Context: an optimization exercise on an open-source flow, tuned for small area and a short achievable clock period. The choices shown serve that exercise and are no tape-out recipe.
Function was checked by simulation only, so behaviour that the tests miss may differ from the original.
The flow treats the clock pin as an ideal source, which a real chip does not have.
No activity file was given, so power comes from the tool's default toggle rates.

### design/flow/flow/run.sh
#!/bin/bash
# Own layout flow: the standard ORFS flow (standard.sh, unchanged synthesis), with
#  - timing repair aimed below the design's period (SETUP_SLACK_MARGIN; the SDC is unchanged),
#  - port buffers of a normal buffer cell rather than the smallest one,
#  - after CTS, the clock port drives the tree's second level directly (flow/flatten_clock_root.tcl).
# Each step's full log is kept by ORFS under orfs/logs/; make's own output goes to flow.log.
set -uo pipefail
here=$(pwd)
bash standard.sh SETUP_SLACK_MARGIN=7.55 "BUFFER_PORTS_ARGS=-buffer_cell sky130_fd_sc_hd__buf_2" \
  "POST_CTS_TCL=$here/flow/flatten_clock_root.tcl" finish > flow.log 2>&1
### design/flow/flow/flatten_clock_root.tcl
set block [ord::get_db_block]
set clknet [$block findNet clk]
set roots {}
foreach it [$clknet getITerms] {
  if {[$it isInputSignal]} { lappend roots [$it getInst] }
}
puts "flatten_clock_root: clock port feeds [llength $roots] cell(s)"
if {[llength $roots] == 1} {
  set root [lindex $roots 0]
  set master [[$root getMaster] getName]
  set out {}
  foreach it [$root getITerms] {
    if {[$it isOutputSignal]} { set out [$it getNet] }
  }
  set loads {}
  foreach it [$out getITerms] {
    if {[$it isInputSignal]} { lappend loads $it }
  }
  puts "flatten_clock_root: root [$root getName] ($master) drives [llength $loads] cell(s)"
  if {[llength $loads] <= 4 && [llength $loads] > 0} {
    foreach it $loads {
      set inst [$it getInst]
      set pin [$it getMTerm]
      set pname "[$inst getName]/[$pin getName]"
      disconnect_pin [$out getName] $pname
      connect_pin clk $pname
    }
    set rname [$root getName]
    set oname [$out getName]
    delete_instance $rname
    delete_net $oname
    puts "flatten_clock_root: removed $rname"
    estimate_parasitics -placement
    report_clock_latency
  }
}
### design/flow/standard.sh
#!/bin/bash
# synth_recipe.tcl (not shown) runs the flow's synth.tcl, then flattens the netlist and writes it again
# the make line also repeats each setting of config.mk as NAME=value (left out here)
make -C /OpenROAD-flow-scripts/flow DESIGN_CONFIG=/design/flow/config.mk WORK_HOME=/design/flow/orfs CLKGATE_MAP_FILE= SYNTH_SCRIPT=/design/flow/synth_recipe.tcl "${@:-finish}"
### design/flow/config.mk
export PLATFORM = sky130hd
export DESIGN_NAME = rrc_filter
export DESIGN_NICKNAME = rrc_filter
export VERILOG_FILES = /design/flow/design.v
export SDC_FILE = /design/flow/constraint.sdc
export NUM_CORES = 4
export LEC_CHECK = 0
export ABC_CLOCK_PERIOD_IN_PS = 800
export CAP_MARGIN = 20
export CORE_MARGIN = 2
export CORE_UTILIZATION = 70
export CTS_BUF_LIST = sky130_fd_sc_hd__clkbuf_16
export CTS_CLUSTER_DIAMETER = 80
export CTS_CLUSTER_SIZE = 30
export PLACE_DENSITY = 0.75
export SLEW_MARGIN = 20
export SYNTH_HIERARCHICAL = 1
### design/flow/constraint.sdc
create_clock -name core_clock -period 10.5 [get_ports {clk}]
set_input_delay 2.1000 -clock core_clock [delete_from_list [all_inputs] [get_ports {clk}]]
set_output_delay 2.1000 -clock core_clock [all_outputs]
set_load 0.01 [all_outputs]
### design/flow/design.v
module rrc_filter #(
	parameter WIDTH = 9
)(
	input logic clk,
	input logic rst,
	input logic signed [WIDTH-1:0] filter_in,
	output logic signed [WIDTH-1:0] filter_out
);
  logic [8:0] sr0, sr1, sr2, sr3, sr4, sr5, sr6, sr7, sr8, sr9, sr10, sr11, sr12, sr13, sr14, sr15, sr16, sr17, sr18, sr19, sr20, sr21, sr22, sr23, sr24, sr25, sr26, sr27;
  always_ff @(posedge clk or posedge rst) begin
    if (rst) begin
      sr0 <= 9'h000;
      sr1 <= 9'h000;
      sr2 <= 9'h000;
      sr3 <= 9'h000;
      sr4 <= 9'h000;
      sr5 <= 9'h000;
      sr6 <= 9'h000;
      sr7 <= 9'h000;
      sr8 <= 9'h000;
      sr9 <= 9'h000;
      sr10 <= 9'h000;
      sr11 <= 9'h000;
      sr12 <= 9'h000;
      sr13 <= 9'h000;
      sr14 <= 9'h000;
      sr15 <= 9'h000;
      sr16 <= 9'h000;
      sr17 <= 9'h000;
      sr18 <= 9'h000;
      sr19 <= 9'h000;
      sr20 <= 9'h000;
      sr21 <= 9'h000;
      sr22 <= 9'h000;
      sr23 <= 9'h000;
      sr24 <= 9'h000;
      sr25 <= 9'h000;
      sr26 <= 9'h000;
      sr27 <= 9'h000;
    end else begin
      sr0 <= filter_in;
      sr1 <= sr0;
      sr2 <= sr1;
      sr3 <= sr2;
      sr4 <= sr3;
      sr5 <= sr4;
      sr6 <= sr5;
      sr7 <= sr6;
      sr8 <= sr7;
      sr9 <= sr8;
      sr10 <= sr9;
      sr11 <= sr10;
      sr12 <= sr11;
      sr13 <= sr12;
      sr14 <= sr13;
      sr15 <= sr14;
      sr16 <= sr15;
      sr17 <= sr16;
      sr18 <= sr17;
      sr19 <= sr18;
      sr20 <= sr19;
      sr21 <= sr20;
      sr22 <= sr21;
      sr23 <= sr22;
      sr24 <= sr23;
      sr25 <= sr24;
      sr26 <= sr25;
      sr27 <= sr26;
    end
  end
  logic [9:0] t0;
  always_ff @(posedge clk or posedge rst) begin
    if (rst) t0 <= 10'd392;
    else t0 <= 10'd392 - {{1{filter_in[8]}}, filter_in};
  end
  logic [9:0] pv0;
  always_ff @(posedge clk or posedge rst) begin
    if (rst) pv0 <= 10'd0;
    else pv0 <= {sr11[8], sr11} + {sr13[8], sr13};
  end
  logic [28:0] cs3;
  logic [34:0] cs2;
  logic [35:0] cs1;
  wire n1 = ~sr26[0];
  wire s2, c3;
  rrc_fa u3 (.a(sr24[0]), .b(sr27[0]), .ci(n1), .s(s2), .co(c3));
  wire s4, c5;
  rrc_fa u5 (.a(sr16[0]), .b(sr18[0]), .ci(sr20[0]), .s(s4), .co(c5));
  wire s6, c7;
  rrc_fa u7 (.a(sr21[0]), .b(sr24[1]), .ci(sr27[1]), .s(s6), .co(c7));
  wire n8 = ~c3;
  wire s9, c10;
  rrc_fa u10 (.a(sr23[0]), .b(sr26[1]), .ci(n8), .s(s9), .co(c10));
  wire n11 = ~s6;
  wire s12, c13;
  rrc_fa u13 (.a(s4), .b(n11), .ci(s9), .s(s12), .co(c13));
  wire s14, c15;
  rrc_fa u15 (.a(sr15[0]), .b(sr16[1]), .ci(sr18[1]), .s(s14), .co(c15));
  wire s16, c17;
  rrc_fa u17 (.a(sr20[1]), .b(sr23[1]), .ci(sr26[2]), .s(s16), .co(c17));
  wire s18, c19;
  rrc_fa u19 (.a(sr21[1]), .b(sr24[2]), .ci(sr27[2]), .s(s18), .co(c19));
  wire n20 = ~c7;
  wire s21, c22;
  rrc_fa u22 (.a(c5), .b(n20), .ci(s14), .s(s21), .co(c22));
  wire n23 = ~s18;
  wire s24, c25;
  rrc_fa u25 (.a(s16), .b(n23), .ci(c10), .s(s24), .co(c25));
  wire s26, c27;
  rrc_fa u27 (.a(s21), .b(c13), .ci(s24), .s(s26), .co(c27));
  wire s28, c29;
  rrc_fa u29 (.a(sr15[1]), .b(sr16[0]), .ci(sr16[2]), .s(s28), .co(c29));
  wire s30, c31;
  rrc_fa u31 (.a(sr17[0]), .b(sr18[2]), .ci(sr20[2]), .s(s30), .co(c31));
  wire s32, c33;
  rrc_fa u33 (.a(sr18[0]), .b(sr21[2]), .ci(sr24[3]), .s(s32), .co(c33));
  wire n34 = ~sr27[3];
  wire s35, c36;
  rrc_fa u36 (.a(sr23[2]), .b(sr26[3]), .ci(n34), .s(s35), .co(c36));
  wire n37 = ~c19;
  wire s38, c39;
  rrc_fa u39 (.a(c15), .b(c17), .ci(n37), .s(s38), .co(c39));
  wire s40, c41;
  rrc_fa u41 (.a(s28), .b(s30), .ci(s35), .s(s40), .co(c41));
  wire n42 = ~s32;
  wire s43, c44;
  rrc_fa u44 (.a(n42), .b(c22), .ci(s38), .s(s43), .co(c44));
  wire s45, c46;
  rrc_fa u46 (.a(s40), .b(c25), .ci(s43), .s(s45), .co(c46));
  wire s47, c48;
  rrc_fa u48 (.a(sr15[2]), .b(sr16[1]), .ci(sr16[3]), .s(s47), .co(c48));
  wire s49, c50;
  rrc_fa u50 (.a(sr17[1]), .b(sr18[3]), .ci(sr20[3]), .s(s49), .co(c50));
  wire s51, c52;
  rrc_fa u52 (.a(sr18[1]), .b(sr21[3]), .ci(sr24[4]), .s(s51), .co(c52));
  wire n53 = ~sr27[4];
  wire s54, c55;
  rrc_fa u55 (.a(sr23[3]), .b(sr26[4]), .ci(n53), .s(s54), .co(c55));
  wire s56, c57;
  rrc_fa u57 (.a(c29), .b(c31), .ci(c36), .s(s56), .co(c57));
  wire s58, c59;
  rrc_fa u59 (.a(s47), .b(s49), .ci(s54), .s(s58), .co(c59));
  wire n60 = ~c39;
  wire s61, c62;
  rrc_fa u62 (.a(c33), .b(s51), .ci(n60), .s(s61), .co(c62));
  wire s63, c64;
  rrc_fa u64 (.a(c41), .b(s56), .ci(s58), .s(s63), .co(c64));
  wire n65 = ~s61;
  wire s66, c67;
  rrc_fa u67 (.a(c44), .b(n65), .ci(s63), .s(s66), .co(c67));
  wire s68, c69;
  rrc_fa u69 (.a(sr15[3]), .b(sr16[2]), .ci(sr16[4]), .s(s68), .co(c69));
  wire s70, c71;
  rrc_fa u71 (.a(sr17[2]), .b(sr18[4]), .ci(sr20[4]), .s(s70), .co(c71));
  wire s72, c73;
  rrc_fa u73 (.a(sr15[0]), .b(sr18[2]), .ci(sr21[4]), .s(s72), .co(c73));
  wire n74 = ~sr24[5];
  wire s75, c76;
  rrc_fa u76 (.a(sr23[4]), .b(sr26[5]), .ci(n74), .s(s75), .co(c76));
  wire s77, c78;
  rrc_fa u78 (.a(c48), .b(c50), .ci(c55), .s(s77), .co(c78));
  wire s79, c80;
  rrc_fa u80 (.a(sr27[5]), .b(c52), .ci(s72), .s(s79), .co(c80));
  wire s81, c82;
  rrc_fa u82 (.a(s68), .b(s70), .ci(s75), .s(s81), .co(c82));
  wire s83, c84;
  rrc_fa u84 (.a(c57), .b(c59), .ci(s77), .s(s83), .co(c84));
  wire n85 = ~s81;
  wire s86, c87;
  rrc_fa u87 (.a(s79), .b(n85), .ci(c62), .s(s86), .co(c87));
  wire n88 = ~s86;
  wire s89, c90;
  rrc_fa u90 (.a(c64), .b(s83), .ci(n88), .s(s89), .co(c90));
  wire s91, c92;
  rrc_fa u92 (.a(sr15[4]), .b(sr16[3]), .ci(sr16[5]), .s(s91), .co(c92));
  wire s93, c94;
  rrc_fa u94 (.a(sr17[3]), .b(sr18[5]), .ci(sr20[5]), .s(s93), .co(c94));
  wire s95, c96;
  rrc_fa u96 (.a(sr15[1]), .b(sr18[3]), .ci(sr21[5]), .s(s95), .co(c96));
  wire n97 = ~sr24[6];
  wire s98, c99;
  rrc_fa u99 (.a(sr23[5]), .b(sr26[6]), .ci(n97), .s(s98), .co(c99));
  wire s100, c101;
  rrc_fa u101 (.a(c69), .b(c71), .ci(c76), .s(s100), .co(c101));
  wire s102, c103;
  rrc_fa u103 (.a(sr27[6]), .b(c73), .ci(s95), .s(s102), .co(c103));
  wire s104, c105;
  rrc_fa u105 (.a(s91), .b(s93), .ci(s98), .s(s104), .co(c105));
  wire s106, c107;
  rrc_fa u107 (.a(c78), .b(c82), .ci(s100), .s(s106), .co(c107));
  wire n108 = ~s104;
  wire s109, c110;
  rrc_fa u110 (.a(c80), .b(s102), .ci(n108), .s(s109), .co(c110));
  wire n111 = ~s109;
  wire s112, c113;
  rrc_fa u113 (.a(c84), .b(s106), .ci(n111), .s(s112), .co(c113));
  wire s114, c115;
  rrc_fa u115 (.a(sr15[5]), .b(sr16[4]), .ci(sr16[6]), .s(s114), .co(c115));
  wire s116, c117;
  rrc_fa u117 (.a(sr17[4]), .b(sr18[6]), .ci(sr20[6]), .s(s116), .co(c117));
  wire s118, c119;
  rrc_fa u119 (.a(sr15[2]), .b(sr18[4]), .ci(sr21[6]), .s(s118), .co(c119));
  wire n120 = ~sr24[7];
  wire s121, c122;
  rrc_fa u122 (.a(sr23[6]), .b(sr26[7]), .ci(n120), .s(s121), .co(c122));
  wire s123, c124;
  rrc_fa u124 (.a(c92), .b(c94), .ci(c99), .s(s123), .co(c124));
  wire s125, c126;
  rrc_fa u126 (.a(sr27[7]), .b(c96), .ci(s118), .s(s125), .co(c126));
  wire s127, c128;
  rrc_fa u128 (.a(s114), .b(s116), .ci(s121), .s(s127), .co(c128));
  wire s129, c130;
  rrc_fa u130 (.a(c101), .b(c105), .ci(s123), .s(s129), .co(c130));
  wire n131 = ~s127;
  wire s132, c133;
  rrc_fa u133 (.a(c103), .b(s125), .ci(n131), .s(s132), .co(c133));
  wire n134 = ~c110;
  wire s135, c136;
  rrc_fa u136 (.a(c107), .b(s129), .ci(n134), .s(s135), .co(c136));
  wire s137, c138;
  rrc_fa u138 (.a(sr15[6]), .b(sr16[5]), .ci(sr16[7]), .s(s137), .co(c138));
  wire s139, c140;
  rrc_fa u140 (.a(sr17[5]), .b(sr18[7]), .ci(sr20[7]), .s(s139), .co(c140));
  wire s141, c142;
  rrc_fa u142 (.a(sr23[7]), .b(sr24[8]), .ci(sr27[8]), .s(s141), .co(c142));
  wire s143, c144;
  rrc_fa u144 (.a(sr15[3]), .b(sr18[5]), .ci(sr21[7]), .s(s143), .co(c144));
  wire s145, c146;
  rrc_fa u146 (.a(c115), .b(c117), .ci(c122), .s(s145), .co(c146));
  wire s147, c148;
  rrc_fa u148 (.a(sr26[8]), .b(c119), .ci(s143), .s(s147), .co(c148));
  wire s149, c150;
  rrc_fa u150 (.a(s137), .b(s139), .ci(s141), .s(s149), .co(c150));
  wire s151, c152;
  rrc_fa u152 (.a(c124), .b(c128), .ci(s145), .s(s151), .co(c152));
  wire n153 = ~s149;
  wire s154, c155;
  rrc_fa u155 (.a(c126), .b(s147), .ci(n153), .s(s154), .co(c155));
  wire n156 = ~c133;
  wire s157, c158;
  rrc_fa u158 (.a(c130), .b(s151), .ci(n156), .s(s157), .co(c158));
  wire s159, c160;
  rrc_fa u160 (.a(sr15[7]), .b(sr16[6]), .ci(sr17[6]), .s(s159), .co(c160));
  wire s161, c162;
  rrc_fa u162 (.a(sr15[4]), .b(sr16[8]), .ci(sr18[6]), .s(s161), .co(c162));
  wire s163, c164;
  rrc_fa u164 (.a(sr18[8]), .b(sr20[8]), .ci(sr23[8]), .s(s163), .co(c164));
  wire s165, c166;
  rrc_fa u166 (.a(sr21[8]), .b(c138), .ci(c140), .s(s165), .co(c166));
  wire n167 = ~c144;
  wire s168, c169;
  rrc_fa u169 (.a(c142), .b(n167), .ci(s159), .s(s168), .co(c169));
  wire n170 = ~c146;
  wire s171, c172;
  rrc_fa u172 (.a(s161), .b(s163), .ci(n170), .s(s171), .co(c172));
  wire n173 = ~c148;
  wire s174, c175;
  rrc_fa u175 (.a(c150), .b(s165), .ci(n173), .s(s174), .co(c175));
  wire n176 = ~s171;
  wire s177, c178;
  rrc_fa u178 (.a(s168), .b(c152), .ci(n176), .s(s177), .co(c178));
  wire n179 = ~c155;
  wire s180, c181;
  rrc_fa u181 (.a(s174), .b(n179), .ci(c158), .s(s180), .co(c181));
  wire s182, c183;
  rrc_fa u183 (.a(sr15[5]), .b(sr15[8]), .ci(sr18[7]), .s(s182), .co(c183));
  wire s184, c185;
  rrc_fa u185 (.a(sr16[7]), .b(sr17[7]), .ci(c160), .s(s184), .co(c185));
  wire s186, c187;
  rrc_fa u187 (.a(c162), .b(c164), .ci(s182), .s(s186), .co(c187));
  wire s188, c189;
  rrc_fa u189 (.a(c166), .b(c169), .ci(s184), .s(s188), .co(c189));
  wire n190 = ~c175;
  wire s191, c192;
  rrc_fa u192 (.a(s186), .b(c172), .ci(n190), .s(s191), .co(c192));
  wire n193 = ~s191;
  wire s194, c195;
  rrc_fa u195 (.a(s188), .b(c178), .ci(n193), .s(s194), .co(c195));
  wire s196, c197;
  rrc_fa u197 (.a(sr15[6]), .b(sr16[8]), .ci(sr17[8]), .s(s196), .co(c197));
  wire n198 = ~sr18[8];
  wire s199, c200;
  rrc_fa u200 (.a(n198), .b(c183), .ci(s196), .s(s199), .co(c200));
  wire n201 = ~c185;
  wire s202, c203;
  rrc_fa u203 (.a(n201), .b(c187), .ci(s199), .s(s202), .co(c203));
  wire n204 = ~c189;
  wire s205, c206;
  rrc_fa u206 (.a(n204), .b(s202), .ci(c192), .s(s205), .co(c206));
  wire s207, c208;
  rrc_fa u208 (.a(sr15[7]), .b(c197), .ci(c200), .s(s207), .co(c208));
  wire s209, c210;
  rrc_fa u210 (.a(cs3[1]), .b(sr11[0]), .ci(sr15[0]), .s(s209), .co(c210));
  wire s211, c212;
  rrc_fa u212 (.a(cs3[2]), .b(sr11[1]), .ci(sr13[0]), .s(s211), .co(c212));
  wire n213 = ~pv0[2];
  wire s214, c215;
  rrc_fa u215 (.a(sr15[1]), .b(n213), .ci(c210), .s(s214), .co(c215));
  wire s216, c217;
  rrc_fa u217 (.a(cs3[3]), .b(cs3[4]), .ci(sr8[0]), .s(s216), .co(c217));
  wire s218, c219;
  rrc_fa u219 (.a(sr11[2]), .b(sr13[1]), .ci(sr15[2]), .s(s218), .co(c219));
  wire n220 = ~pv0[3];
  wire s221, c222;
  rrc_fa u222 (.a(n220), .b(c212), .ci(s216), .s(s221), .co(c222));
  wire s223, c224;
  rrc_fa u224 (.a(s218), .b(c215), .ci(s221), .s(s223), .co(c224));
  wire s225, c226;
  rrc_fa u226 (.a(cs3[5]), .b(cs3[6]), .ci(sr8[1]), .s(s225), .co(c226));
  wire s227, c228;
  rrc_fa u228 (.a(sr11[3]), .b(sr13[2]), .ci(sr15[3]), .s(s227), .co(c228));
  wire s229, c230;
  rrc_fa u230 (.a(sr11[0]), .b(sr15[0]), .ci(pv0[0]), .s(s229), .co(c230));
  wire n231 = ~pv0[4];
  wire s232, c233;
  rrc_fa u233 (.a(n231), .b(c217), .ci(c219), .s(s232), .co(c233));
  wire n234 = ~s229;
  wire s235, c236;
  rrc_fa u236 (.a(s225), .b(s227), .ci(n234), .s(s235), .co(c236));
  wire s237, c238;
  rrc_fa u238 (.a(c222), .b(s232), .ci(s235), .s(s237), .co(c238));
  wire s239, c240;
  rrc_fa u240 (.a(cs3[7]), .b(cs3[8]), .ci(sr8[2]), .s(s239), .co(c240));
  wire s241, c242;
  rrc_fa u242 (.a(sr11[4]), .b(sr13[3]), .ci(sr15[4]), .s(s241), .co(c242));
  wire s243, c244;
  rrc_fa u244 (.a(sr11[1]), .b(sr15[1]), .ci(pv0[1]), .s(s243), .co(c244));
  wire n245 = ~pv0[5];
  wire s246, c247;
  rrc_fa u247 (.a(n245), .b(c226), .ci(c228), .s(s246), .co(c247));
  wire n248 = ~c230;
  wire s249, c250;
  rrc_fa u250 (.a(n248), .b(s239), .ci(s241), .s(s249), .co(c250));
  wire n251 = ~s243;
  wire s252, c253;
  rrc_fa u253 (.a(n251), .b(c233), .ci(s246), .s(s252), .co(c253));
  wire s254, c255;
  rrc_fa u255 (.a(c236), .b(s249), .ci(s252), .s(s254), .co(c255));
  wire s256, c257;
  rrc_fa u257 (.a(cs3[10]), .b(cs3[11]), .ci(sr8[3]), .s(s256), .co(c257));
  wire s258, c259;
  rrc_fa u259 (.a(sr11[5]), .b(sr13[0]), .ci(sr13[4]), .s(s258), .co(c259));
  wire s260, c261;
  rrc_fa u261 (.a(cs3[9]), .b(sr11[2]), .ci(sr15[2]), .s(s260), .co(c261));
  wire n262 = ~sr15[5];
  wire s263, c264;
  rrc_fa u264 (.a(pv0[2]), .b(pv0[6]), .ci(n262), .s(s263), .co(c264));
  wire n265 = ~c244;
  wire s266, c267;
  rrc_fa u267 (.a(c240), .b(c242), .ci(n265), .s(s266), .co(c267));
  wire n268 = ~s260;
  wire s269, c270;
  rrc_fa u270 (.a(s256), .b(s258), .ci(n268), .s(s269), .co(c270));
  wire n271 = ~s263;
  wire s272, c273;
  rrc_fa u273 (.a(n271), .b(c247), .ci(c250), .s(s272), .co(c273));
  wire s274, c275;
  rrc_fa u275 (.a(s266), .b(s269), .ci(c253), .s(s274), .co(c275));
  wire s276, c277;
  rrc_fa u277 (.a(s272), .b(c255), .ci(s274), .s(s276), .co(c277));
  wire s278, c279;
  rrc_fa u279 (.a(cs3[13]), .b(cs3[14]), .ci(sr8[4]), .s(s278), .co(c279));
  wire s280, c281;
  rrc_fa u281 (.a(sr11[6]), .b(sr13[0]), .ci(sr13[1]), .s(s280), .co(c281));
  wire s282, c283;
  rrc_fa u283 (.a(sr13[5]), .b(sr15[6]), .ci(pv0[0]), .s(s282), .co(c283));
  wire s284, c285;
  rrc_fa u285 (.a(cs3[12]), .b(sr11[3]), .ci(sr15[3]), .s(s284), .co(c285));
  wire s286, c287;
  rrc_fa u287 (.a(pv0[3]), .b(pv0[7]), .ci(c261), .s(s286), .co(c287));
  wire n288 = ~c264;
  wire s289, c290;
  rrc_fa u290 (.a(c257), .b(c259), .ci(n288), .s(s289), .co(c290));
  wire s291, c292;
  rrc_fa u292 (.a(s278), .b(s280), .ci(s282), .s(s291), .co(c292));
  wire n293 = ~c267;
  wire s294, c295;
  rrc_fa u295 (.a(s284), .b(s286), .ci(n293), .s(s294), .co(c295));
  wire s296, c297;
  rrc_fa u297 (.a(c270), .b(s289), .ci(s291), .s(s296), .co(c297));
  wire n298 = ~s294;
  wire s299, c300;
  rrc_fa u300 (.a(c273), .b(n298), .ci(s296), .s(s299), .co(c300));
  wire s301, c302;
  rrc_fa u302 (.a(cs3[16]), .b(cs3[17]), .ci(sr8[5]), .s(s301), .co(c302));
  wire s303, c304;
  rrc_fa u304 (.a(sr11[7]), .b(sr13[1]), .ci(sr13[2]), .s(s303), .co(c304));
  wire s305, c306;
  rrc_fa u306 (.a(sr13[6]), .b(sr15[7]), .ci(pv0[1]), .s(s305), .co(c306));
  wire s307, c308;
  rrc_fa u308 (.a(cs3[15]), .b(sr11[4]), .ci(sr15[4]), .s(s307), .co(c308));
  wire s309, c310;
  rrc_fa u310 (.a(pv0[4]), .b(pv0[8]), .ci(c285), .s(s309), .co(c310));
  wire s311, c312;
  rrc_fa u312 (.a(c279), .b(c281), .ci(c283), .s(s311), .co(c312));
  wire s313, c314;
  rrc_fa u314 (.a(s301), .b(s303), .ci(s305), .s(s313), .co(c314));
  wire s315, c316;
  rrc_fa u316 (.a(s307), .b(c287), .ci(s309), .s(s315), .co(c316));
  wire s317, c318;
  rrc_fa u318 (.a(c290), .b(c292), .ci(s311), .s(s317), .co(c318));
  wire n319 = ~s313;
  wire s320, c321;
  rrc_fa u321 (.a(n319), .b(c295), .ci(s315), .s(s320), .co(c321));
  wire s322, c323;
  rrc_fa u323 (.a(c297), .b(s317), .ci(c300), .s(s322), .co(c323));
  wire s324, c325;
  rrc_fa u325 (.a(cs3[18]), .b(cs3[19]), .ci(sr8[6]), .s(s324), .co(c325));
  wire s326, c327;
  rrc_fa u327 (.a(sr13[2]), .b(sr13[3]), .ci(sr13[7]), .s(s326), .co(c327));
  wire s328, c329;
  rrc_fa u329 (.a(sr11[5]), .b(sr11[8]), .ci(sr15[5]), .s(s328), .co(c329));
  wire n330 = ~pv0[2];
  wire s331, c332;
  rrc_fa u332 (.a(sr15[8]), .b(pv0[5]), .ci(n330), .s(s331), .co(c332));
  wire s333, c334;
  rrc_fa u334 (.a(pv0[9]), .b(c302), .ci(c304), .s(s333), .co(c334));
  wire n335 = ~c308;
  wire s336, c337;
  rrc_fa u337 (.a(c306), .b(n335), .ci(s324), .s(s336), .co(c337));
  wire n338 = ~s326;
  wire s339, c340;
  rrc_fa u340 (.a(s328), .b(s331), .ci(n338), .s(s339), .co(c340));
  wire n341 = ~c310;
  wire s342, c343;
  rrc_fa u343 (.a(c312), .b(n341), .ci(c314), .s(s342), .co(c343));
  wire n344 = ~s339;
  wire s345, c346;
  rrc_fa u346 (.a(s333), .b(s336), .ci(n344), .s(s345), .co(c346));
  wire n347 = ~c316;
  wire s348, c349;
  rrc_fa u349 (.a(c318), .b(n347), .ci(s342), .s(s348), .co(c349));
  wire n350 = ~c321;
  wire s351, c352;
  rrc_fa u352 (.a(s345), .b(n350), .ci(s348), .s(s351), .co(c352));
  wire s353, c354;
  rrc_fa u354 (.a(cs3[20]), .b(cs3[21]), .ci(sr8[7]), .s(s353), .co(c354));
  wire s355, c356;
  rrc_fa u356 (.a(sr13[3]), .b(sr13[4]), .ci(pv0[3]), .s(s355), .co(c356));
  wire s357, c358;
  rrc_fa u358 (.a(sr11[6]), .b(sr13[8]), .ci(sr15[6]), .s(s357), .co(c358));
  wire s359, c360;
  rrc_fa u360 (.a(pv0[6]), .b(c329), .ci(c332), .s(s359), .co(c360));
  wire s361, c362;
  rrc_fa u362 (.a(c325), .b(c327), .ci(s353), .s(s361), .co(c362));
  wire n363 = ~s357;
  wire s364, c365;
  rrc_fa u365 (.a(s355), .b(n363), .ci(c334), .s(s364), .co(c365));
  wire n366 = ~c337;
  wire s367, c368;
  rrc_fa u368 (.a(s359), .b(n366), .ci(c340), .s(s367), .co(c368));
  wire s369, c370;
  rrc_fa u370 (.a(s361), .b(c343), .ci(s364), .s(s369), .co(c370));
  wire n371 = ~s367;
  wire s372, c373;
  rrc_fa u373 (.a(c346), .b(n371), .ci(c349), .s(s372), .co(c373));
  wire s374, c375;
  rrc_fa u375 (.a(cs3[22]), .b(sr13[4]), .ci(sr13[5]), .s(s374), .co(c375));
  wire s376, c377;
  rrc_fa u377 (.a(cs3[23]), .b(sr8[8]), .ci(sr11[7]), .s(s376), .co(c377));
  wire n378 = ~pv0[4];
  wire s379, c380;
  rrc_fa u380 (.a(sr15[7]), .b(pv0[7]), .ci(n378), .s(s379), .co(c380));
  wire n381 = ~c358;
  wire s382, c383;
  rrc_fa u383 (.a(c354), .b(c356), .ci(n381), .s(s382), .co(c383));
  wire n384 = ~s374;
  wire s385, c386;
  rrc_fa u386 (.a(s376), .b(s379), .ci(n384), .s(s385), .co(c386));
  wire n387 = ~c360;
  wire s388, c389;
  rrc_fa u389 (.a(n387), .b(c362), .ci(s382), .s(s388), .co(c389));
  wire n390 = ~c365;
  wire s391, c392;
  rrc_fa u392 (.a(s385), .b(n390), .ci(c368), .s(s391), .co(c392));
  wire n393 = ~s391;
  wire s394, c395;
  rrc_fa u395 (.a(s388), .b(c370), .ci(n393), .s(s394), .co(c395));
  wire s396, c397;
  rrc_fa u397 (.a(sr11[8]), .b(sr13[5]), .ci(sr13[6]), .s(s396), .co(c397));
  wire s398, c399;
  rrc_fa u399 (.a(cs3[24]), .b(cs3[25]), .ci(cs3[26]), .s(s398), .co(c399));
  wire n400 = ~pv0[8];
  wire s401, c402;
  rrc_fa u402 (.a(sr15[8]), .b(pv0[5]), .ci(n400), .s(s401), .co(c402));
  wire n403 = ~c375;
  wire s404, c405;
  rrc_fa u405 (.a(c377), .b(c380), .ci(n403), .s(s404), .co(c405));
  wire n406 = ~s398;
  wire s407, c408;
  rrc_fa u408 (.a(s396), .b(s401), .ci(n406), .s(s407), .co(c408));
  wire n409 = ~c383;
  wire s410, c411;
  rrc_fa u411 (.a(n409), .b(c386), .ci(s404), .s(s410), .co(c411));
  wire n412 = ~s410;
  wire s413, c414;
  rrc_fa u414 (.a(s407), .b(c389), .ci(n412), .s(s413), .co(c414));
  wire s415, c416;
  rrc_fa u416 (.a(cs3[27]), .b(sr13[6]), .ci(sr13[7]), .s(s415), .co(c416));
  wire n417 = ~cs3[28];
  wire s418, c419;
  rrc_fa u419 (.a(pv0[6]), .b(pv0[9]), .ci(n417), .s(s418), .co(c419));
  wire n420 = ~c399;
  wire s421, c422;
  rrc_fa u422 (.a(c397), .b(c402), .ci(n420), .s(s421), .co(c422));
  wire n423 = ~c405;
  wire s424, c425;
  rrc_fa u425 (.a(s415), .b(s418), .ci(n423), .s(s424), .co(c425));
  wire s426, c427;
  rrc_fa u427 (.a(c408), .b(s421), .ci(s424), .s(s426), .co(c427));
  wire n428 = ~c411;
  wire s429, c430;
  rrc_fa u430 (.a(n428), .b(s426), .ci(c414), .s(s429), .co(c430));
  wire n431 = ~sr13[8];
  wire s432, c433;
  rrc_fa u433 (.a(sr13[7]), .b(pv0[7]), .ci(n431), .s(s432), .co(c433));
  wire s434, c435;
  rrc_fa u435 (.a(c416), .b(c419), .ci(s432), .s(s434), .co(c435));
  wire s436, c437;
  rrc_fa u437 (.a(c422), .b(s434), .ci(c425), .s(s436), .co(c437));
  wire n438 = ~sr13[8];
  wire s439, c440;
  rrc_fa u440 (.a(pv0[8]), .b(n438), .ci(c433), .s(s439), .co(c440));
  wire s441, c442;
  rrc_fa u442 (.a(c435), .b(s439), .ci(c437), .s(s441), .co(c442));
  wire s443, c444;
  rrc_fa u444 (.a(cs2[0]), .b(cs2[1]), .ci(sr2[0]), .s(s443), .co(c444));
  wire s445, c446;
  rrc_fa u446 (.a(cs2[3]), .b(sr0[1]), .ci(sr3[0]), .s(s445), .co(c446));
  wire s447, c448;
  rrc_fa u448 (.a(sr6[0]), .b(sr8[0]), .ci(sr10[0]), .s(s447), .co(c448));
  wire s449, c450;
  rrc_fa u450 (.a(cs2[2]), .b(sr2[1]), .ci(sr5[0]), .s(s449), .co(c450));
  wire n451 = ~c444;
  wire s452, c453;
  rrc_fa u453 (.a(n451), .b(s445), .ci(s447), .s(s452), .co(c453));
  wire s454, c455;
  rrc_fa u455 (.a(cs2[4]), .b(cs2[5]), .ci(sr0[2]), .s(s454), .co(c455));
  wire s456, c457;
  rrc_fa u457 (.a(sr3[1]), .b(sr6[1]), .ci(sr8[1]), .s(s456), .co(c457));
  wire n458 = ~sr10[1];
  wire s459, c460;
  rrc_fa u460 (.a(sr2[2]), .b(sr5[1]), .ci(n458), .s(s459), .co(c460));
  wire s461, c462;
  rrc_fa u462 (.a(sr11[0]), .b(c446), .ci(c448), .s(s461), .co(c462));
  wire n463 = ~c450;
  wire s464, c465;
  rrc_fa u465 (.a(n463), .b(s454), .ci(s456), .s(s464), .co(c465));
  wire n466 = ~s459;
  wire s467, c468;
  rrc_fa u468 (.a(n466), .b(c453), .ci(s461), .s(s467), .co(c468));
  wire s469, c470;
  rrc_fa u470 (.a(cs2[6]), .b(sr0[3]), .ci(sr3[2]), .s(s469), .co(c470));
  wire s471, c472;
  rrc_fa u472 (.a(sr6[2]), .b(sr8[2]), .ci(sr10[0]), .s(s471), .co(c472));
  wire s473, c474;
  rrc_fa u474 (.a(sr2[3]), .b(sr5[2]), .ci(sr8[0]), .s(s473), .co(c474));
  wire s475, c476;
  rrc_fa u476 (.a(sr10[2]), .b(sr11[1]), .ci(c455), .s(s475), .co(c476));
  wire n477 = ~c460;
  wire s478, c479;
  rrc_fa u479 (.a(c457), .b(n477), .ci(s469), .s(s478), .co(c479));
  wire n480 = ~s473;
  wire s481, c482;
  rrc_fa u482 (.a(s471), .b(n480), .ci(c462), .s(s481), .co(c482));
  wire s483, c484;
  rrc_fa u484 (.a(s475), .b(c465), .ci(s478), .s(s483), .co(c484));
  wire s485, c486;
  rrc_fa u486 (.a(s481), .b(c468), .ci(s483), .s(s485), .co(c486));
  wire s487, c488;
  rrc_fa u488 (.a(cs2[7]), .b(cs2[8]), .ci(sr0[4]), .s(s487), .co(c488));
  wire s489, c490;
  rrc_fa u490 (.a(sr3[3]), .b(sr6[3]), .ci(sr8[3]), .s(s489), .co(c490));
  wire s491, c492;
  rrc_fa u492 (.a(sr10[1]), .b(sr10[3]), .ci(sr11[2]), .s(s491), .co(c492));
  wire s493, c494;
  rrc_fa u494 (.a(sr2[4]), .b(sr5[3]), .ci(sr8[1]), .s(s493), .co(c494));
  wire n495 = ~c474;
  wire s496, c497;
  rrc_fa u497 (.a(c470), .b(c472), .ci(n495), .s(s496), .co(c497));
  wire s498, c499;
  rrc_fa u499 (.a(s487), .b(s489), .ci(s491), .s(s498), .co(c499));
  wire n500 = ~s493;
  wire s501, c502;
  rrc_fa u502 (.a(n500), .b(c476), .ci(c479), .s(s501), .co(c502));
  wire s503, c504;
  rrc_fa u504 (.a(s496), .b(s498), .ci(c482), .s(s503), .co(c504));
  wire s505, c506;
  rrc_fa u506 (.a(c484), .b(s501), .ci(s503), .s(s505), .co(c506));
  wire s507, c508;
  rrc_fa u508 (.a(cs2[9]), .b(cs2[10]), .ci(sr0[5]), .s(s507), .co(c508));
  wire s509, c510;
  rrc_fa u510 (.a(sr3[4]), .b(sr6[4]), .ci(sr8[4]), .s(s509), .co(c510));
  wire s511, c512;
  rrc_fa u512 (.a(sr10[2]), .b(sr10[4]), .ci(sr11[3]), .s(s511), .co(c512));
  wire s513, c514;
  rrc_fa u514 (.a(sr2[5]), .b(sr5[4]), .ci(sr8[2]), .s(s513), .co(c514));
  wire s515, c516;
  rrc_fa u516 (.a(c488), .b(c490), .ci(c492), .s(s515), .co(c516));
  wire s517, c518;
  rrc_fa u518 (.a(sr11[0]), .b(c494), .ci(s513), .s(s517), .co(c518));
  wire s519, c520;
  rrc_fa u520 (.a(s507), .b(s509), .ci(s511), .s(s519), .co(c520));
  wire s521, c522;
  rrc_fa u522 (.a(c497), .b(c499), .ci(s515), .s(s521), .co(c522));
  wire n523 = ~s517;
  wire s524, c525;
  rrc_fa u525 (.a(s519), .b(n523), .ci(c502), .s(s524), .co(c525));
  wire s526, c527;
  rrc_fa u527 (.a(s521), .b(c504), .ci(s524), .s(s526), .co(c527));
  wire s528, c529;
  rrc_fa u529 (.a(cs2[11]), .b(sr0[6]), .ci(sr3[5]), .s(s528), .co(c529));
  wire s530, c531;
  rrc_fa u531 (.a(sr6[5]), .b(sr8[5]), .ci(sr10[3]), .s(s530), .co(c531));
  wire s532, c533;
  rrc_fa u533 (.a(sr2[6]), .b(sr5[5]), .ci(sr8[3]), .s(s532), .co(c533));
  wire n534 = ~sr11[1];
  wire s535, c536;
  rrc_fa u536 (.a(sr10[5]), .b(sr11[4]), .ci(n534), .s(s535), .co(c536));
  wire s537, c538;
  rrc_fa u538 (.a(c508), .b(c510), .ci(c512), .s(s537), .co(c538));
  wire s539, c540;
  rrc_fa u540 (.a(s528), .b(s530), .ci(s535), .s(s539), .co(c540));
  wire n541 = ~c516;
  wire s542, c543;
  rrc_fa u543 (.a(c514), .b(s532), .ci(n541), .s(s542), .co(c543));
  wire n544 = ~c518;
  wire s545, c546;
  rrc_fa u546 (.a(c520), .b(s537), .ci(n544), .s(s545), .co(c546));
  wire n547 = ~s542;
  wire s548, c549;
  rrc_fa u549 (.a(s539), .b(c522), .ci(n547), .s(s548), .co(c549));
  wire s550, c551;
  rrc_fa u551 (.a(s545), .b(c525), .ci(s548), .s(s550), .co(c551));
  wire s552, c553;
  rrc_fa u553 (.a(cs2[12]), .b(cs2[13]), .ci(cs2[14]), .s(s552), .co(c553));
  wire s554, c555;
  rrc_fa u555 (.a(sr0[7]), .b(sr3[6]), .ci(sr6[6]), .s(s554), .co(c555));
  wire s556, c557;
  rrc_fa u557 (.a(sr8[6]), .b(sr10[4]), .ci(sr10[6]), .s(s556), .co(c557));
  wire s558, c559;
  rrc_fa u559 (.a(sr2[7]), .b(sr5[6]), .ci(sr8[4]), .s(s558), .co(c559));
  wire n560 = ~sr11[2];
  wire s561, c562;
  rrc_fa u562 (.a(sr11[5]), .b(n560), .ci(c529), .s(s561), .co(c562));
  wire n563 = ~c533;
  wire s564, c565;
  rrc_fa u565 (.a(c531), .b(c536), .ci(n563), .s(s564), .co(c565));
  wire s566, c567;
  rrc_fa u567 (.a(s552), .b(s554), .ci(s556), .s(s566), .co(c567));
  wire n568 = ~s558;
  wire s569, c570;
  rrc_fa u570 (.a(n568), .b(c538), .ci(s561), .s(s569), .co(c570));
  wire s571, c572;
  rrc_fa u572 (.a(c540), .b(s564), .ci(s566), .s(s571), .co(c572));
  wire n573 = ~c543;
  wire s574, c575;
  rrc_fa u575 (.a(n573), .b(c546), .ci(s569), .s(s574), .co(c575));
  wire s576, c577;
  rrc_fa u577 (.a(s571), .b(c549), .ci(s574), .s(s576), .co(c577));
  wire s578, c579;
  rrc_fa u579 (.a(cs2[16]), .b(sr2[8]), .ci(sr3[7]), .s(s578), .co(c579));
  wire s580, c581;
  rrc_fa u581 (.a(sr6[7]), .b(sr8[7]), .ci(sr10[5]), .s(s580), .co(c581));
  wire s582, c583;
  rrc_fa u583 (.a(cs2[15]), .b(sr0[8]), .ci(sr5[7]), .s(s582), .co(c583));
  wire n584 = ~sr10[7];
  wire s585, c586;
  rrc_fa u586 (.a(sr8[5]), .b(sr11[3]), .ci(n584), .s(s585), .co(c586));
  wire s587, c588;
  rrc_fa u588 (.a(sr11[6]), .b(c553), .ci(c555), .s(s587), .co(c588));
  wire n589 = ~c559;
  wire s590, c591;
  rrc_fa u591 (.a(c557), .b(n589), .ci(s578), .s(s590), .co(c591));
  wire n592 = ~s580;
  wire s593, c594;
  rrc_fa u594 (.a(s582), .b(s585), .ci(n592), .s(s593), .co(c594));
  wire s595, c596;
  rrc_fa u596 (.a(c562), .b(c565), .ci(c567), .s(s595), .co(c596));
  wire n597 = ~s593;
  wire s598, c599;
  rrc_fa u599 (.a(s587), .b(s590), .ci(n597), .s(s598), .co(c599));
  wire s600, c601;
  rrc_fa u601 (.a(c570), .b(c572), .ci(s595), .s(s600), .co(c601));
  wire s602, c603;
  rrc_fa u603 (.a(s598), .b(c575), .ci(s600), .s(s602), .co(c603));
  wire s604, c605;
  rrc_fa u605 (.a(cs2[17]), .b(cs2[18]), .ci(sr5[8]), .s(s604), .co(c605));
  wire s606, c607;
  rrc_fa u607 (.a(sr3[8]), .b(sr6[8]), .ci(sr8[6]), .s(s606), .co(c607));
  wire s608, c609;
  rrc_fa u609 (.a(sr8[8]), .b(sr10[8]), .ci(sr11[4]), .s(s608), .co(c609));
  wire s610, c611;
  rrc_fa u611 (.a(sr10[6]), .b(sr11[7]), .ci(c579), .s(s610), .co(c611));
  wire n612 = ~c581;
  wire s613, c614;
  rrc_fa u614 (.a(c583), .b(c586), .ci(n612), .s(s613), .co(c614));
  wire n615 = ~s604;
  wire s616, c617;
  rrc_fa u617 (.a(s606), .b(s608), .ci(n615), .s(s616), .co(c617));
  wire s618, c619;
  rrc_fa u619 (.a(c588), .b(c591), .ci(s610), .s(s618), .co(c619));
  wire s620, c621;
  rrc_fa u621 (.a(c594), .b(s613), .ci(s616), .s(s620), .co(c621));
  wire s622, c623;
  rrc_fa u623 (.a(c596), .b(s618), .ci(c599), .s(s622), .co(c623));
  wire s624, c625;
  rrc_fa u625 (.a(cs2[19]), .b(cs2[20]), .ci(cs2[21]), .s(s624), .co(c625));
  wire s626, c627;
  rrc_fa u627 (.a(sr8[7]), .b(sr11[5]), .ci(sr11[8]), .s(s626), .co(c627));
  wire n628 = ~c607;
  wire s629, c630;
  rrc_fa u630 (.a(sr10[7]), .b(c605), .ci(n628), .s(s629), .co(c630));
  wire n631 = ~s624;
  wire s632, c633;
  rrc_fa u633 (.a(c609), .b(s626), .ci(n631), .s(s632), .co(c633));
  wire n634 = ~c611;
  wire s635, c636;
  rrc_fa u636 (.a(c614), .b(n634), .ci(c617), .s(s635), .co(c636));
  wire n637 = ~s632;
  wire s638, c639;
  rrc_fa u639 (.a(s629), .b(n637), .ci(c619), .s(s638), .co(c639));
  wire n640 = ~s638;
  wire s641, c642;
  rrc_fa u642 (.a(c621), .b(s635), .ci(n640), .s(s641), .co(c642));
  wire s643, c644;
  rrc_fa u644 (.a(cs2[22]), .b(cs2[23]), .ci(sr8[8]), .s(s643), .co(c644));
  wire s645, c646;
  rrc_fa u646 (.a(sr10[8]), .b(sr11[6]), .ci(c627), .s(s645), .co(c646));
  wire s647, c648;
  rrc_fa u648 (.a(c625), .b(s643), .ci(c630), .s(s647), .co(c648));
  wire s649, c650;
  rrc_fa u650 (.a(s645), .b(c633), .ci(c636), .s(s649), .co(c650));
  wire n651 = ~s649;
  wire s652, c653;
  rrc_fa u653 (.a(s647), .b(c639), .ci(n651), .s(s652), .co(c653));
  wire n654 = ~cs2[24];
  wire s655, c656;
  rrc_fa u656 (.a(cs2[25]), .b(cs2[26]), .ci(n654), .s(s655), .co(c656));
  wire n657 = ~sr11[7];
  wire s658, c659;
  rrc_fa u659 (.a(n657), .b(c644), .ci(s655), .s(s658), .co(c659));
  wire n660 = ~c646;
  wire s661, c662;
  rrc_fa u662 (.a(n660), .b(s658), .ci(c648), .s(s661), .co(c662));
  wire s663, c664;
  rrc_fa u664 (.a(cs2[27]), .b(sr11[8]), .ci(c656), .s(s663), .co(c664));
  wire s665, c666;
  rrc_fa u666 (.a(c659), .b(s663), .ci(c662), .s(s665), .co(c666));
  wire s667, c668;
  rrc_fa u668 (.a(cs2[28]), .b(cs2[29]), .ci(cs2[30]), .s(s667), .co(c668));
  wire n669 = ~cs2[32];
  wire s670, c671;
  rrc_fa u671 (.a(cs2[33]), .b(cs2[34]), .ci(n669), .s(s670), .co(c671));
  wire n672 = ~cs1[1];
  wire n673 = ~cs1[2];
  wire n674 = ~cs1[17];
  wire n675 = ~cs1[22];
  wire n676 = ~cs1[23];
  wire n677 = ~cs1[25];
  wire s678, c679;
  rrc_ha u679 (.a(cs1[18]), .b(cs1[19]), .s(s678), .co(c679));
  wire s680, c681;
  rrc_ha u681 (.a(cs1[20]), .b(t0[9]), .s(s680), .co(c681));
  wire s682, c683;
  rrc_fa1 u683 (.a(cs1[21]), .b(n675), .s(s682), .co(c683));
  wire n684 = ~cs1[29];
  wire s685, c686;
  rrc_ha u686 (.a(cs1[0]), .b(t0[0]), .s(s685), .co(c686));
  wire s687, c688;
  rrc_fa u688 (.a(cs1[3]), .b(t0[1]), .ci(n673), .s(s687), .co(c688));
  wire s689, c690;
  rrc_fa u690 (.a(cs1[4]), .b(cs1[5]), .ci(t0[2]), .s(s689), .co(c690));
  wire s691, c692;
  rrc_ha u692 (.a(cs1[6]), .b(t0[3]), .s(s691), .co(c692));
  wire s693, c694;
  rrc_fa u694 (.a(cs1[7]), .b(cs1[8]), .ci(t0[4]), .s(s693), .co(c694));
  wire s695, c696;
  rrc_fa u696 (.a(cs1[9]), .b(cs1[10]), .ci(t0[5]), .s(s695), .co(c696));
  wire s697, c698;
  rrc_fa u698 (.a(cs1[11]), .b(cs1[12]), .ci(t0[6]), .s(s697), .co(c698));
  wire s699, c700;
  rrc_fa u700 (.a(cs1[13]), .b(cs1[14]), .ci(t0[7]), .s(s699), .co(c700));
  wire s701, c702;
  rrc_fa u702 (.a(cs1[15]), .b(cs1[16]), .ci(t0[8]), .s(s701), .co(c702));
  wire s703, c704;
  rrc_fa u704 (.a(n674), .b(s678), .ci(s680), .s(s703), .co(c704));
  wire s705, c706;
  rrc_fa u706 (.a(c679), .b(c681), .ci(s682), .s(s705), .co(c706));
  wire s707, c708;
  rrc_fa u708 (.a(cs1[24]), .b(n676), .ci(c683), .s(s707), .co(c708));
  wire s709, c710;
  rrc_fa u710 (.a(cs1[26]), .b(cs1[27]), .ci(n677), .s(s709), .co(c710));
  wire n711 = ~cs1[28];
  wire s712, c713;
  rrc_fa u713 (.a(cs1[30]), .b(cs1[31]), .ci(n684), .s(s712), .co(c713));
  wire s714, c715;
  rrc_fa u715 (.a(cs1[32]), .b(cs1[33]), .ci(cs1[29]), .s(s714), .co(c715));
  wire n716 = ~cs1[34];
  always_ff @(posedge clk or posedge rst) begin
    if (rst) cs3 <= 29'b00001100101101100010110011101;
    else cs3 <= {c208, sr15[8], c206, s207, c203, s205, c195, s194, c181, s180, s177, s157, c136, s154, s135, c113, s132, c90, s112, c87, s89, c67, s66, c46, s45, c27, s26, s12, s2};
  end
  always_ff @(posedge clk or posedge rst) begin
    if (rst) cs2 <= 35'b10001000101001100101100000101110001;
    else cs2 <= {c442, c440, pv0[9], s441, c430, s436, c427, s429, c395, s413, c392, s394, c373, s372, c352, s369, s351, c323, s322, s320, c277, s299, c275, s276, s254, c238, s237, c224, s223, s214, s211, s209, pv0[1], pv0[0], cs3[0]};
  end
  always_ff @(posedge clk or posedge rst) begin
    if (rst) cs1 <= 36'b100000111100100001010111010010011010;
    else cs1 <= {c671, s670, c668, cs2[31], c666, c664, s667, s665, c653, s661, c650, s652, c642, s641, c623, c603, s622, c601, s620, s602, c577, s576, c551, s550, c527, s526, c506, s505, c486, s485, s467, s464, s452, s449, s443, sr0[0]};
  end
  wire [18:0] fa_ = {1'b1, cs1[35], n716, s714, s712, n711, s709, s707, s705, s703, s701, s699, s697, s695, s693, s691, s689, s687, n672};
  wire [18:0] fb_ = {1'b0, cs1[34], c715, c713, cs1[28], c710, c708, c706, c704, c702, c700, c698, c696, c694, c692, c690, c688, c686, s685};
  wire [18:0] sum_ = fa_ + fb_;
  wire ovf_ = (sum_[18] != sum_[16]) || (sum_[17] != sum_[16]);
  wire [8:0] y_ = ovf_ ? (sum_[18] ? 9'h100 : 9'h0ff) : sum_[16:8];
  always_ff @(posedge clk or posedge rst) begin
    if (rst) filter_out <= 9'd0;
    else filter_out <= y_;
  end
endmodule
module rrc_fa (input logic a, input logic b, input logic ci, output logic s, output logic co);
  assign s = a ^ b ^ ci;
  assign co = (a & b) | (a & ci) | (b & ci);
endmodule
module rrc_carry8 (input logic [7:0] a, input logic [7:0] b, output logic co);
  wire [8:0] t = {1'b0, a} + {1'b0, b};
  assign co = t[8];
endmodule
module rrc_hsat (input logic [10:0] a, input logic [10:0] b, input logic ci, output logic [8:0] y);
  wire [11:0] t2 = {a, ci} + {b, ci};
  wire [10:0] t = t2[11:1];
  wire ovf = (t[10] != t[8]) || (t[9] != t[8]);
  assign y = ovf ? (t[10] ? 9'h100 : 9'h0ff) : t[8:0];
endmodule
module rrc_fa1 (input logic a, input logic b, output logic s, output logic co);
  assign s = ~(a ^ b);
  assign co = a | b;
endmodule
module rrc_ha (input logic a, input logic b, output logic s, output logic co);
  assign s = a ^ b;
  assign co = a & b;
endmodule
==> run_results.csv, run 1 <==
group,metric,value,unit
yosys,synth_edf_count,0,
critical_path,cp_max_fo,7,
yosys,ys.flop_type,"dfrtp_1",
power,pwr-share-comb,54.7,%
yosys,synth_area_per_cell,17.8,sq um
cts,clock_latency,0.39,ns
detailed_routing,ant_nets,0,
critical_path,critical_path_required,10.80,ns
placed_design,dp_hpwl,22.0,mm
critical_path,timing.rr.end,"filter_out[0]",
detailed_routing,vias,7519,
critical_path,r2r_cells,13,
detailed_routing,wl,30.5,mm
final_layout,num_antenna_cells,0,
timing,hold_viol,0,
critical_path,r2r_start,"cs1[22]",
hold_path,hold_path.class,"reg -> reg",
hold_path,hold_end,"sr2[7]",
power,p_int,3690,uW
detailed_routing,first_pass_iters,4,
final_layout,fillers,1286,
critical_path,critPathLaunchType,"flip-flop",
detailed_routing,wl_per_cell,21.9,um
timing,finalCritPeriodShare,29.1,%
final_layout,multi_input_area,7510,sq um
floorplanning,io_pins,20,
timing,setup_tns,0,ns
power,p_leak,0.00829,uW
final_layout,drive_gt1_share,25.7,%
placed_design,gp_congestion,0.867,
power,power,6160,uW
cts,clk_pin_slew_worst_paths,0.11,ns
job,drv_cap,0,
yosys,netlist_top_cells_area,"dfrtp_1 48%, fa_1 34%, dfstp_2 7.2%",
detailed_routing,drt_iter0_drc,514,
yosys,ys_types,45,
yosys,yosys.area.top_type,"dfrtp_1",
timing,relSlewSlack,55.6,%
hold_path,min_path_cells,0,
yosys,syn_inst,967,
placed_design,numPortBuffers,19,
floorplanning,die_y,161,um
run_status,status,"no timing/DRC/antenna violations",
global_route,antenna_found_initial,0,
detailed_routing,via_per_inst,5.40,
final_layout,syn_to_final_growth,10.5,%
final_layout,finalNetCount,1397,
hold_path,hold_path.startpoint,"sr1[7]",
floorplanning,start_util,71.0,%
power,clkPwrFrac,12.0,%
timing,fin_crit,3.05,ns
placed_design,dp.cells,1314,
timing,finalSetupViolations,0,
timing,fmax,328,MHz
timing,tightest_slew,0.663,ns
yosys,synth_async_sr_flop_share,100,%
power,p_sw_share,40.2,%
floorplanning,dieArea,25900,sq um
cts,clock_sinks,378,
floorplanning,die_w,161,um
yosys,synthesis.area,17200,sq um
final_layout,fin_cells,1392,
timing,fin_skew,0.0151,ns
power,p_sw,2480,uW
global_route,overflow,0,
power,power.density,324,nW/um^2
critical_path,crit_type,"reg -> reg",
global_route,grt_pass1_wl,49.1,mm
yosys,ys_ff_latch,378,
critical_path,end_kind,"flip-flop",
floorplanning,core,24200,sq um
timing,maxSlewViolCount,0,
global_route,grt.total_usage,25.4,%
timing,rsz0062_at_grt,"true",
detailed_routing,remaining_drc_errors,0,
power,peakVddDrop,0.314,mV
yosys,yosys_warnings,7,
floorplanning,rows,57,
power,seq_power_share,33.3,%
cts,cts_tree,"yes",
final_layout,seq_area,9560,sq um
yosys,yosysTopAreaCellShare,48.1,%
critical_path,worst-r2r-setup-slack,7.45,ns
yosys,ys_seq_area_share,55.3,%
critical_path,cp.arrival,3.35,ns
global_route,grt_max_degree,87,
global_route,grt_pass1_vias,8962,
yosys,syn_nets,1306,
==> per-stage QoR <==
| step | util, % | cell area [sq um] | setup WS (ns) | hold WS [ns] |
|---|---|---|---|---|
| 3_3_place_gp | 73.3 | 17800 | 6.07 | 0.331 |
| 3_5_place_dp | 73.3 | 17800 | 5.96 | 0.335 |
| 5_1_grt | 78.5 | 19000 | 7.39 | 0.365 |
| 6_report | 78.5 | 19000 | 7.45 | 0.354 |
| 2_1_floorplan | - | 17200 | 3.36 | 0.331 |
==> how the worst max path moves through the flow <==
stage / from / end / slack [ns] / cells past startpoint
6_report: cs1[22] / filter_out[0] / 7.45 / 13
5_1_grt: cs1[22] / filter_out[0] / 7.39 / 13
3_5_place_dp: rst / sr1[0] / 5.96 / 4
3_3_place_gp: rst / t0[2] / 6.07 / 4
2_1_floorplan: rst / cs1[11] / 3.36 / 1
==> flip-flops by register name, summed over array words and instances (netlist names), 10 cells and up <==
register / count
pv0: 10
cs3: 29
cs1: 35
cs2: 35
==> worst max-delay path, cell delays in order (launching register included) <==
cell	delay, ns
dfrtp_1	0.38
inv_1	0.06
inv_2	0.04
ha_4	0.25
inv_2	0.03
fa_1	0.47
ha_4	0.34
nand4_1	0.16
o221ai_2	0.30
or3_1	0.17
o211ai_2	0.11
a31oi_4	0.29
a21oi_4	0.15
a31oi_1	0.21
==> synth_stat cells (all sizes together), types with 3 or more instances <==
cell / instances
dfrtp: 331
fa: 296
inv: 128
dfstp: 47
ha: 32
nand2: 18
a21oi: 17
o21ai: 17
xor2: 12
nor2: 10
xnor2: 10
nand3: 8
a31oi: 4
nor3: 4
a211oi: 3
a21o: 3
o21bai: 3
==> placed cells by master (no fill, tap or decap), types with 3 or more instances in the layout <==
master     count
a21o_1         3
a21oi_1       10
a21oi_2        4
a21oi_4        3
buf_2         19
buf_4         45
clkbuf_16     17
dfrtp_1      299
dfrtp_2       32
dfstp_2       47
fa_1         240
fa_2          56
ha_1          26
ha_4           4
inv_1        123
inv_2         11
nand2_1       17
nand3_1        7
nor2_1        10
nor3_1         4
o21ai_0        7
o21ai_1        6
o21ai_2        3
o21bai_1       3
xnor2_1       10
xor2_1        11
==> final cells by class <==
cell class | count | area share [%]
sequential | 378 | 50.2
timing repair inverter | 2 | 0.0658
clock inverter | 12 | 0.434
inverter | 128 | 2.54
timing repair buffer | 72 | 3.03
tap | 324 | 2.13
clock buffer | 16 | 2.10
multi-input combinational | 460 | 39.5
==> Yosys stat by module (local to each module, per instance) <==
module	cells	flops+latches
rrc_fa	1	0
rrc_fa1	5	0
rrc_filter	663	378
rrc_ha	1	0
==> logic make-up after synthesis <==
logic type	count (synthesis)	share of synthesized area [%]
muxes	1	0.0581
and+or+nand+nor	49	1.31
xor gates and xnor gates	22	1.16
adders and majority gates	328	36.7
DFF	378	55.3
AOI/OAI and AO/OA	60	2.67
buffers and inverters	129	2.82
==> layer usage <==
metal  part of all wire (%)  up-vias  global-route usage, %
met4                    2.2        0                   5.28
met1                     43     4180                   38.0
met3                    3.2       48                   3.02
met2                     52      149                   42.5
met5                      0        -                      0
li1                       -     3142                      -
==> power by group through the flow <==
stage	logic [uW]	clock network, uW	registers [uW]
3_5_place_dp	3050	0	2090
3_3_place_gp	2890	0	2080
6_report	3370	738	2050
5_1_grt	3860	813	2090
2_1_floorplan	2280	0	2040
==> run 2, diff against run 1 <==
--- a/design/flow/flow/run.sh
+++ b/design/flow/flow/run.sh
@@ -6,5 +6,5 @@
 # Each step's full log is kept by ORFS under orfs/logs/; make's own output goes to flow.log.
 set -uo pipefail
 here=$(pwd)
-bash standard.sh SETUP_SLACK_MARGIN=7.55 "BUFFER_PORTS_ARGS=-buffer_cell sky130_fd_sc_hd__buf_2" \
+bash standard.sh SETUP_SLACK_MARGIN=7.45 "BUFFER_PORTS_ARGS=-buffer_cell sky130_fd_sc_hd__buf_4" \
   "POST_CTS_TCL=$here/flow/flatten_clock_root.tcl" finish > flow.log 2>&1
==> run 2 against run 1 <==
Still clean. Utilization shrank 1.5 points. Clock skew shrank 0.0019 ns. Die area is the same. Synthesized cell count is the same. Synthesized area is the same. Power shrank 2.3%.
==> run_results.csv, run 2 <==
group,metric,value,unit
yosys,synth_async_sr_flop_share,100,%
yosys,ys_seq_area_share,55.3,%
detailed_routing,wl,29.0,mm
global_route,grt_max_degree,83,
detailed_routing,vias,7423,
final_layout,fin_cells,1365,
timing,fin_crit,3.00,ns
final_layout,top_regs,"cs1 (35), cs2 (35), cs3 (29)",
floorplanning,die_y,161,um
hold_path,hold_path.class,"reg -> reg",
power,power.density,323,nW/um^2
final_layout,syn_to_final_growth,8.32,%
yosys,synth-xor-area-share,1.16,%
power,p_leak,0.00822,uW
yosys,synth_edf_count,0,
timing,tightest_slew,0.719,ns
final_layout,layout_common_cells,"304 x dfrtp_1, 290 x fa_1, 132 x inv_1, 47 x dfstp_2, 34 x buf_4",
yosys,syn_inst,967,
yosys,synth_top_family_by_area,"adder cells",
yosys,synth_fa_ha_area_share,36.7,%
detailed_routing,wl_per_cell,21.3,um
detailed_routing,first_pass_iters,4,
yosys,netlist_top_cells_area,"dfrtp_1 48%, fa_1 34%, dfstp_2 7.2%",
job,drv_cap,0,
critical_path,crit_type,"reg -> reg",
timing,finalSetupViolations,0,
global_route,overflow,0,
yosys,yosys.area_share.simple,1.31,%
floorplanning,die_w,161,um
final_layout,num_antenna_cells,0,
floorplanning,io_pins,20,
critical_path,cp.arrival,3.26,ns
floorplanning,start_util,71.0,%
placed_design,numPortBuffers,19,
timing,setup_tns,0,ns
final_layout,final_common_cell,"dfrtp_1",
cts,clock_latency,0.38,ns
yosys,yosysTopAreaCellShare,48.1,%
yosys,synth_area_per_cell,17.8,sq um
yosys,syn_nets,1306,
global_route,grt.total_usage,24.3,%
floorplanning,dieArea,25900,sq um
detailed_routing,via_per_inst,5.44,
timing,fmax,333,MHz
global_route,grt_pass1_wl,47.1,mm
floorplanning,rows,57,
yosys,ys_types,45,
floorplanning,core,24200,sq um
global_route,antenna_found_initial,0,
yosys,synthMuxAreaShare,0.0581,%
critical_path,critPathLaunchType,"flip-flop",
final_layout,finalNetCount,1371,
final_layout,drive_gt1_share,16.7,%
power,peakVddDrop,0.340,mV
timing,relSlewSlack,51.8,%
yosys,yosys.area.top_type,"dfrtp_1",
timing,finalCritPeriodShare,28.6,%
placed_design,dp.cells,1313,
yosys,yosys_warnings,7,
critical_path,cp_max_fo,1,
detailed_routing,ant_nets,0,
global_route,grt_pass1_vias,8709,
yosys,synth_compound_area_share,2.67,%
placed_design,gp_congestion,0.869,
yosys,ys_ff_latch,378,
timing,maxSlewViolCount,0,
critical_path,end_kind,"flip-flop",
run_status,status,"no timing/DRC/antenna violations",
timing,fin_skew,0.0132,ns
yosys,synth.most_common_cell,"dfrtp_1",
detailed_routing,remaining_drc_errors,0,
yosys,synth_common_cells,"331 x dfrtp_1, 296 x fa_1, 128 x inv_1",
cts,cts_tree,"yes",
cts,clock_sinks,378,
detailed_routing,drt_iter0_drc,518,
timing,hold_viol,0,
final_layout,fillers,1318,
yosys,ys.flop_type,"dfrtp_1",
cts,clk_pin_slew_worst_paths,0.11,ns
yosys,synthesis.area,17200,sq um
placed_design,dp_hpwl,21.8,mm
timing,rsz0062_at_grt,"true",
critical_path,critical_path_required,10.76,ns
run 2: cell counts after synthesis:
Identical to the previous run, type by type.
run 2: layout make-up:
cell class                 count  area (sq um)  area share, %
clock buffer                  16           400           2.15
clock inverter                10          43.8          0.235
inverter                     128           484           2.60
multi-input combinational    460          7310           39.2
sequential                   378          9550           51.2
tap                          324           405           2.17
timing repair buffer          48           458           2.45
timing repair inverter         1          5.00         0.0268
run 2: worst max-delay path: stages (launching register included):
cell and delay, ns:
dfstp_2 0.57, fa_1 0.45, fa_1 0.45, fa_1 0.46, fa_1 0.51, fa_1 0.42
run 2: per-stage QoR:
step | hold slack [ns] | total power (uW) | util, % | worst slack (ns) | cell area [sq um]
6_report | 0.359 | 6020 | 77.0 | 7.50 | 18700
5_1_grt | 0.362 | 6590 | 77.0 | 7.38 | 18700
3_3_place_gp | 0.331 | 4990 | 73.5 | 6.43 | 17800
2_1_floorplan | 0.331 | 4320 | - | 3.36 | 17200
3_5_place_dp | 0.335 | 5150 | 73.5 | 6.33 | 17800
run 2: per-layer routing:
layer | share of wire, % | global-route usage [%] | up-vias
met5 | 0 | 0 | -
met4 | 2.4 | 5.88 | 0
met3 | 3.3 | 2.61 | 45
met2 | 51 | 40.1 | 135
met1 | 43 | 36.8 | 4164
li1 | - | - | 3079
run 2: logic make-up (layout without fill, tap and decap cells):
family | count (synthesis) | in the layout
adders and majority gates | 328 | 328
DFF | 378 | 378
xor gates and xnor gates | 22 | 22
AOI/OAI and AO/OA | 60 | 60
and+or+nand+nor | 49 | 49
muxes | 1 | 1
buffers and inverters | 129 | 203
run 2: worst paths after layout:
path                            slack, ns  cells past startpoint       to  startpoint
worst min register to register       0.36                      0   sr5[5]      sr4[5]
worst max-delay path                 7.50                      5  cs2[18]     cs3[17]
min in group asynchronous            1.72                      2  sr20[7]         rst
max in group asynchronous            7.69                      4   sr8[4]         rst
worst max register to register       7.50                      5  cs2[18]     cs3[17]
worst min-delay path                 0.36                      0   sr5[5]      sr4[5]
run 2: power breakdown:
group          internal [uW]  switching (uW)
Sequential              1870             185
Clock                    283             414
Combinational           1490            1780
Total                   3640            2380
run 2: per-module statistics from Yosys (local to each module, per instance):
| module | cell area [sq um] | times used | flip-flops and latches | cells inside |
|---|---|---|---|---|
| rrc_fa1 | 27.5 | 1 | 0 | 5 |
| rrc_fa | 20.0 | 295 | 0 | 1 |
| rrc_filter | 11200 | 1 | 378 | 663 |
| rrc_ha | 12.5 | 4 | 0 | 1 |

## re-timing with driven ports
Ports are ideal in the flow. The routed layouts listed here were re-timed in OpenROAD. Step 1, drivers: a clkbuf_16 drives clk and a buf_2 each remaining input, both assumed. Step 2 adds t to the input delays and takes it off the output delays; t is the mean of the earliest and latest rising clock arrival at the registers after step 1. Input paths then give back, and output paths get back, about the clock's delay inside the block. Slacks: no drivers / after step 1 / after step 2; pairs: no drivers / after step 1.
| run | shift t [ns] | setup slack, ns | worst register clock-pin slew, ns |
|---|---|---|---|
| run 1 | 0.447 | 7.449 / 7.445 / 7.232 | 0.11 / 0.11 |
| run 2 | 0.436 | 7.496 / 7.464 / 7.139 | 0.11 / 0.11 |
After both steps setup and hold are still met in every run listed. The setup slack of run 2, which loses most, moves by -0.032 ns with the drivers and by -0.357 ns with both steps.
